This design comes from an exercise in tuning for small area on the open sky130 flow, not from production work. Function was checked by simulation only, so behaviour that the tests miss may differ from the original. The clock cells of this run come from the design's own scripts or RTL, not from TritonCTS. The flow treats the clock pin as an ideal source. Dropping or thinning the clock tree relies on that and would not hold on a real chip. Power and IR drop assume default switching activity.

==> flow/design.v <==
module servo_pwm(
    input   sclk,
    input   rst,
    input   key1,
    input   key2,
    output  PWM
);
reg [2:0]  cp;
reg [8:0]  cl;
reg [2:0]  ch;
reg [8:0]  q_n;
reg        c;
reg        pulse;
reg        pulse_r0;
reg        pose_r;
wire [8:0] q = ~q_n;
wire pose  = pose_r;
wire p4    = cp[2];
wire lwrap = p4 & cl[8] & cl[7] & cl[6] & cl[5] & cl[4] & cl[1] & cl[0];  
wire q500  = q[8] & q[7] & q[6] & q[5] & q[4] & q[2];                    
wire q499  = q[8] & q[7] & q[6] & q[5] & q[4] & q[1] & q[0];             
wire hi    = q500 | (q499 & c);                                          
wire lo    = ~(q[8] | q[7] | q[4] | q[3] | q[2]);                         
wire up    = key1 & ~hi & pose;
wire dn    = key1 ? q500 : (key2 & ~lo & pose);
reg [9:0] bw;    
integer i;
always @* begin
    bw[0] = c & ~p4;
    for (i = 0; i < 9; i = i + 1)
        bw[i+1] = (~cl[i] & q[i]) | (~cl[i] & bw[i]) | (q[i] & bw[i]);
end
wire lt = (ch == 3'd0) & bw[9];
wire [2:0] cp_n = rst ? 3'b000 : {cp[1] & ~cp[0], cp[0], ~cp[1] & ~cp[2]};
wire [8:0] cl_n = (rst | lwrap) ? 9'd0 : p4 ? cl + 9'd1 : cl;
wire [2:0] ch_n = rst ? 3'd0 : lwrap ? ch + 3'd1 : ch;
wire [8:0] q_nx = rst ? 9'd300 : up ? q + 9'd1 : dn ? q - 9'd1 : q;
wire       c_nx = ~rst & (c | (key1 & hi) | (~key1 & key2 & lo));
always @(posedge sclk) begin
    cp <= cp_n;
    cl <= cl_n;
    ch <= ch_n;
    q_n <= ~q_nx;
    c <= c_nx;
    pulse <= ~rst & lt;
    pulse_r0 <= pulse;
    pose_r <= ~rst & pulse & ~pulse_r0;
end
assign PWM = pulse;
endmodule
==> flow/flow/run.sh <==
#!/bin/bash
# Layout flow: ORFS, with an area-oriented synthesis (flow/mysynth.tcl, same
# front end, register inference and naming as the standard synthesis), plain
# buf_1 port buffers and a small clock tree.
set -euo pipefail
W=$PWD
export MY_ABC_RUNS="${MY_ABC_RUNS:-nf:0 nf:1 nf:2 nf:3 nf:4 nf:5 nf:6 nf:7 nf:25 nf:27 nf:29 nf2:1 nf2:4 nf2:25 nf2:27 amap:0 amap:1 amap:2}"
make -C "$FLOW_HOME" DESIGN_CONFIG="$FLOW_CONFIG" WORK_HOME="$W/orfs" CLKGATE_MAP_FILE= \
    SYNTH_SCRIPT="$W/flow/mysynth.tcl" \
    BUFFER_PORTS_ARGS="-buffer_cell sky130_fd_sc_hd__buf_1" \
    PRE_CTS_TCL="$W/flow/cts_one_buffer.tcl" MY_CLK_PORT=sclk MY_CLK_BUF=sky130_fd_sc_hd__buf_12 \
    finish > "$W/make.log" 2>&1
R=$W/orfs/results/$FLOW_PLATFORM/servo_pwm/base
: # left out here: write the final layout as DEF
==> flow/flow/cts_one_buffer.tcl <==
# Clock distribution for a small design: one clock buffer, placed at the
# centre of its sinks, drives every register clock pin. Replaces TritonCTS
# for this step; cts.tcl then legalizes and repairs as usual.
rename clock_tree_synthesis orfs_clock_tree_synthesis
proc clock_tree_synthesis {args} {
  set block [ord::get_db_block]
  set bterm [$block findBTerm $::env(MY_CLK_PORT)]
  set clk_net [$bterm getNet]
  set master [[ord::get_db] findMaster $::env(MY_CLK_BUF)]
  set buf [odb::dbInst_create $block $master clkbuf_root]
  set new_net [odb::dbNet_create $block clknet_root]
  $clk_net setSigType CLOCK
  $new_net setSigType CLOCK
  set sx 0
  set sy 0
  set n 0
  foreach it [$clk_net getITerms] {
    set inst [$it getInst]
    set loc [$inst getLocation]
    set sx [expr {$sx + [lindex $loc 0]}]
    set sy [expr {$sy + [lindex $loc 1]}]
    incr n
    $it disconnect
    $it connect $new_net
  }
  [$buf findITerm A] connect $clk_net
  [$buf findITerm X] connect $new_net
  $buf setLocation [expr {$sx / $n}] [expr {$sy / $n}]
  $buf setPlacementStatus PLACED
  puts "one-buffer clock: $n sinks on [$master getName]"
  set_propagated_clock [all_clocks]
}
==> flow/flow/mysynth.tcl <==
proc synth {args} { yosys synth -nofsm -noshare {*}$args }
source $::env(SCRIPTS_DIR)/synth_preamble.tcl
read_checkpoint $::env(RESULTS_DIR)/1_1_yosys_canonicalize.rtlil
hierarchy -check -top $::env(DESIGN_NAME)
synth -flatten -run :fine
synth -top $::env(DESIGN_NAME) -run fine:
chformal -remove
delete t:\$print
renames -wire
opt -purge
dfflibmap {*}$lib_args {*}$lib_dont_use_args
opt
setundef -zero

design -save pre_abc
set best_area 1e30
set best_tag ""
set runs {}
# MY_ABC_RUNS lists the runs as kind:seed, kind amap, nf or nf2 (nf mapped twice)
foreach r $::env(MY_ABC_RUNS) {
  lassign [split $r :] kind s
  if { $kind eq "amap" } {
    lappend runs [list "deepsyn${s}_amap" "strash\n&get -n\n&deepsyn -T 20 -S $s\n&put\ndch -f\namap -m\ntopo\n"]
  } elseif { $kind eq "nf2" } {
    lappend runs [list "deepsyn${s}_nf2" "strash\n&get -n\n&deepsyn -T 20 -S $s\n&dch -f\n&nf -a -R 100\n&put\nstrash\n&get -n\n&dch -f\n&nf -a -R 100\n&put\ntopo\n"]
  } else {
    lappend runs [list "deepsyn${s}_nf" "strash\n&get -n\n&deepsyn -T 20 -S $s\n&dch -f\n&nf -a -R 100\n&put\ntopo\n"]
  }
}
lappend runs [list "plain" ""]
foreach run $runs {
  lassign $run tag text
  design -load pre_abc
  if { $text eq "" } {
    abc {*}$lib_args {*}$lib_dont_use_args
  } else {
    set f $::env(OBJECTS_DIR)/my_$tag.abc
    set fh [open $f w]
    puts -nonewline $fh $text
    close $fh
    abc -script $f {*}$lib_args {*}$lib_dont_use_args
  }
  opt_clean -purge
  set st [tee -q -s result.string stat {*}$lib_args]
  if { [regexp {Chip area for module[^:]*:\s+([0-9.]+)} $st -> area] } {
    puts "ABC run $tag: area $area"
    if { $area < $best_area } {
      set best_area $area
      set best_tag $tag
      design -save best_abc
    }
  }
}
puts "Keeping ABC run $best_tag: area $best_area"
design -load best_abc

splitnets
opt_clean -purge
hilomap -singleton -hicell {*}$::env(TIEHI_CELL_AND_PORT) -locell {*}$::env(TIELO_CELL_AND_PORT)
insbuf -buf {*}$::env(MIN_BUF_CELL_AND_PORTS)
tee -o $::env(REPORTS_DIR)/synth_check.txt check
tee -o $::env(REPORTS_DIR)/synth_stat.txt stat {*}$lib_args
check -assert -mapped
# left out here: clear keep_hierarchy, flatten, clean up, hide names made inside functions, write 1_2_yosys.v
exec cp $::env(SDC_FILE) $::env(RESULTS_DIR)/1_synth.sdc
==> flow/standard.sh <==
#!/bin/bash
# synth_recipe.tcl (not shown) runs the flow's synth.tcl, then flattens the netlist and writes it again
# the make line also repeats each setting of config.mk as NAME=value (left out here)
make -C /OpenROAD-flow-scripts/flow DESIGN_CONFIG=/design/flow/config.mk WORK_HOME=/design/flow/orfs CLKGATE_MAP_FILE= SYNTH_SCRIPT=/design/flow/synth_recipe.tcl "${@:-finish}"
==> flow/config.mk <==
export PLATFORM = sky130hd
export DESIGN_NAME = servo_pwm
export DESIGN_NICKNAME = servo_pwm
export VERILOG_FILES = /design/flow/design.v
export SDC_FILE = /design/flow/constraint.sdc
export NUM_CORES = 4
export LEC_CHECK = 0
export CAP_MARGIN = 20
export CORE_AREA = 2.3 2.72 60.3 59.84
export DIE_AREA = 0 0 62.6 62.56
export SLEW_MARGIN = 20
==> flow/constraint.sdc <==
create_clock -name core_clock -period 10.0 [get_ports {sclk}]
set_input_delay 2.0000 -clock core_clock [delete_from_list [all_inputs] [get_ports {sclk}]]
set_output_delay 2.0000 -clock core_clock [all_outputs]
set_load 0.01 [all_outputs]
==> notes.md <==
The run finished with no timing, DRC or antenna violations. The met3 usage in global routing is 0.00721. After synthesis the netlist holds a flip-flop and latch count of 28. Gate count of the mapped netlist: 131. Post-CTS timing repair inserted 0 buffers for setup.

The total global routing track utilization is 0.107, and the hold buffer count at cts is 0. The actual transition at the worst max-transition pin is 0.691 ns. Sorting the synthesized cells by area gives the leading types as sky130_fd_sc_hd__dfxtp_1, sky130_fd_sc_hd__a21oi_1, sky130_fd_sc_hd__o21ai_0. In this run the most critical hold path is launched from pulse. The cell accounting for the most synthesized area is sky130_fd_sc_hd__dfxtp_1. The post-synth design cell area came out at 0.00113 mm². Power spread over the standard cell area amounts to 134 mW/mm². Along the worst path, the maximum fanout reaches 4. The number of warnings reported in the yosys synthesis log came out at 1. The critical path goes through buf_1 -> nand2_1 -> a21oi_1 -> nand2_1 -> or3_1 -> nor3_1 -> o21ai_0 -> o21ai_0 -> o32ai_1. The origin of the critical flop-to-flop path was q_n[7]. The detailed router finished its first iteration with 82 violations.

The wire length per cell after detailed routing was 11.8 µm. The worst hold path belongs to the class register to register. The clock-pin slew on the worst setup and hold paths came out at 0.10 ns.

For the post-synth net total, the log shows 135. In this run the worst setup path begins at key1. The post-detailed-route via-to-cell ratio came out at 5.48. The layer with the highest usage is met2.

Post-route clock period utilization: 0.366. The area growth from synthesis to layout is 8.17%. The number of buffer and inverter instances along the worst setup path was 1; the number of detailed-routing iterations run before antenna repair was 4. The worst-case vdd ir drop was 0.0652 mV; the die height was 62.6 µm. The placeable core region is 0.00331 mm², and the max-slew violation total from the final report is 0. Data on the critical path arrives at its endpoint at 3.68 ns. The logs give 0.370 for the final core area utilization and 3570 µm for the global-route wire length before repair. The final RePlAce weighted congestion was 0.800; the logic depth of the worst path, buffers included was 9.

The highest achievable clock rate was 273 MHz; the post-synthesis sequential area ratio was 0.494. The pin count of the biggest net entering global routing is 29, and the overall die area is 0.00392 mm². Critical-path cell with the highest stage delay: sky130_fd_sc_hd__or3_1. The fraction of layout cells with a size suffix above 1 is 0.00735, and the portion of synthesized cell area occupied by the leading cell type is 0.494.

The clock insertion delay at the later pin of the skew report was 0.14 ns; the half-perimeter wire length after detailed placement was 1600 µm. The layout net count came out at 142. The top cell types in the final layout, fill and taps aside, are sky130_fd_sc_hd__dfxtp_1, sky130_fd_sc_hd__a21oi_1, sky130_fd_sc_hd__o21ai_0, sky130_fd_sc_hd__nor2_1, sky130_fd_sc_hd__nand2_1. The met1 track demand over resource in global routing is 0.135. Setup repair after global routing left no endpoint under its margin.

Grouping stages by cell kind, the critical path spends the most delay in simple AND/OR/NAND/NOR gates. Summed over all layers, the global routing overflow is 0. The minimum clock period is 3.66 ns, and the number of standard-cell rows in the floorplan is 21.

The tools report the startpoint type of the worst setup path as an input pin. Buffers placed on the I/O ports in this run total 4. For the final database, setup skew stands at 0.00288 ns. Post-CTS repair changed the size of 0 cells. The delay of the slowest cell on the worst path is 0.33 ns.

The setup slack after layout is 6.34 ns, and the worst reg-to-reg path cell count is 11. The tools report the required arrival time at the worst endpoint as 10.02 ns. The die boundary width was 62.6 µm; the initial cell density of the core was 0.342. The run gives 854 as the via count of the first global-routing pass. The headroom to the max-slew limit came out at 0.539.

The standby leakage power was 0.415 nW. The I/O pin total is 5, and the initial antenna violation count is 0. The met2 track demand over resource was 0.203; the post-synthesis cell type count was 29.

The run gives 0 as the number of antenna diodes. The tools report the count of endpoints failing hold in the final timing report as 0. The library cell used most frequently in the layout, excluding fill and tap cells, is sky130_fd_sc_hd__dfxtp_1. The tools report the number of setup violations in the final report as 0. Number of maximum-capacitance violations: 0.

STA classifies the critical path endpoint as a register. The sum of routed wire length over all layers came out at 2140 µm. The average instance in the mapped netlist occupies 8.65 µm². The depth of the worst hold-timing path is 0.

Overall power consumption after layout is estimated at 164 µW. The count of vias placed by the detailed router was 997. The worst setup path category was input pin to register. Before CTS, the worst setup slack after placement is 6.18 ns. The setup total negative slack was 0 ns; the DRC violations left was 0. Once detail routing completed, the nets flagged for antenna violations numbered 0.
==> synthesized netlist by cell type <==
cell                       instances
sky130_fd_sc_hd__and2_0            1
sky130_fd_sc_hd__o32ai_1           1
sky130_fd_sc_hd__o221ai_1          2
sky130_fd_sc_hd__nand2_1           9
sky130_fd_sc_hd__a31o_1            1
sky130_fd_sc_hd__nand3_1           2
sky130_fd_sc_hd__nor3b_1           2
sky130_fd_sc_hd__o21a_1            3
sky130_fd_sc_hd__a211oi_1          1
sky130_fd_sc_hd__a22oi_1           2
sky130_fd_sc_hd__mux2i_1           1
sky130_fd_sc_hd__clkinv_1          3
sky130_fd_sc_hd__nor4b_1           1
sky130_fd_sc_hd__o21ai_0          15
sky130_fd_sc_hd__or3_1             1
sky130_fd_sc_hd__a32o_1            1
sky130_fd_sc_hd__nor2b_1           2
sky130_fd_sc_hd__a41oi_1           1
sky130_fd_sc_hd__and3_1            7
sky130_fd_sc_hd__nand4_1           1
sky130_fd_sc_hd__nor2_1           11
sky130_fd_sc_hd__a31oi_1           2
sky130_fd_sc_hd__nor3_1            7
sky130_fd_sc_hd__a21o_1            1
sky130_fd_sc_hd__nand2b_1          1
sky130_fd_sc_hd__dfxtp_1          28
sky130_fd_sc_hd__a221oi_1          2
sky130_fd_sc_hd__o22ai_1           4
sky130_fd_sc_hd__a21oi_1          18
==> path summary, 6_finish.rpt <==
| kind | endpoint | slack (ns) |
|---|---|---|
| worst max-delay path | q_n[8] | 6.34 |
| worst min-delay path | pulse_r0 | 0.37 |
| worst max register to register | q_n[8] | 7.59 |
| worst min register to register | pulse_r0 | 0.37 |
==> where the power goes <==
part / switching [mW] / leakage [nW] / total, mW / internal [mW]
logic: 0.00356 / 0.178 / 0.00597 / 0.00241
registers: 0.00178 / 0.228 / 0.115 / 0.113
clock network: 0.0270 / 0.00940 / 0.0433 / 0.0163
total: 0.0323 / 0.415 / 0.164 / 0.132
==> through the flow <==
step | instance area, µm² | std cells | hold slack (ns)
2_1_floorplan | 1130 | 131 | 0.372
3_3_place_gp | 1210 | 181 | 0.349
3_5_place_dp | 1210 | 181 | 0.357
6_report | 1230 | 182 | 0.373
4_1_cts | 1230 | 182 | 0.374
5_1_grt | 1230 | 182 | 0.386
==> registers in the layout (all words and copies together), names as in the netlist <==
name / count
c: 1
ch: 3
cl: 9
cp: 3
pose_r: 1
pulse: 1
pulse_r0: 1
q_n: 9
==> worst register-to-register path, cell delays in order (launching register included) <==
cell and delay (ns):
sky130_fd_sc_hd__dfxtp_1 0.39, sky130_fd_sc_hd__nor2_1 0.16, sky130_fd_sc_hd__nor4b_1 0.38, sky130_fd_sc_hd__nand2_1 0.09, sky130_fd_sc_hd__nor2_1 0.14, sky130_fd_sc_hd__a31o_1 0.16
sky130_fd_sc_hd__and3_1 0.27, sky130_fd_sc_hd__nand3_1 0.10, sky130_fd_sc_hd__nand2_1 0.09, sky130_fd_sc_hd__o21ai_0 0.13, sky130_fd_sc_hd__o21ai_0 0.26, sky130_fd_sc_hd__o32ai_1 0.13
==> cell type report <==
cell class / count / area, µm²
fill: 364 / 2080
multi-input combinational: 100 / 562
sequential: 28 / 561
tap: 46 / 57.6
buffer: 1 / 20.0
timing repair buffer: 4 / 15.0
inverter: 3 / 11.3
==> per-layer routing <==
| metal | up-vias | part of all wire | wire length, µm |
|---|---|---|---|
| met5 | - | 0 | 0 |
| met3 | 2 | 0.017 | 37 |
| li1 | 512 | - | - |
| met2 | 8 | 0.48 | 1030 |
| met4 | 0 | 0.016 | 35 |
| met1 | 475 | 0.49 | 1040 |
==> kinds of logic after synthesis <==
group	Yosys count	share of synthesized area
AO/OA/AOI/OAI	54	0.288
buffers and inverters	3	0.00993
flip-flops	28	0.494
multiplexers	1	0.00883
AND/OR/NAND/NOR	45	0.199

## afterwards: timing with drivers on the ports
In the flow no input, the clock included, has a driving cell. The finished layout below was timed again as built, in two steps.
Step 1, drivers: a clkbuf_16 drives sclk and a buf_2 each remaining input, both assumed.
Step 2, shift: input delay + t, output delay - t, t = (earliest + latest rising clock arrival at the registers) / 2. This alone moves slack from input paths to output paths.
a / b / c = no drivers / after step 1 / after step 2; a / b = the first two.
t (ns): 0.170
setup slack, ns: 6.341 / 6.348 / 6.177
worst hold slack (ns): 0.373 / 0.373 / 0.373
worst setup path after step 2: input to register
clock arrival spread, ns: 0.003 / 0.003
After both steps this run still meets setup and hold. The setup slack of this run moves by +0.007 ns with the drivers and by -0.164 ns with both steps.
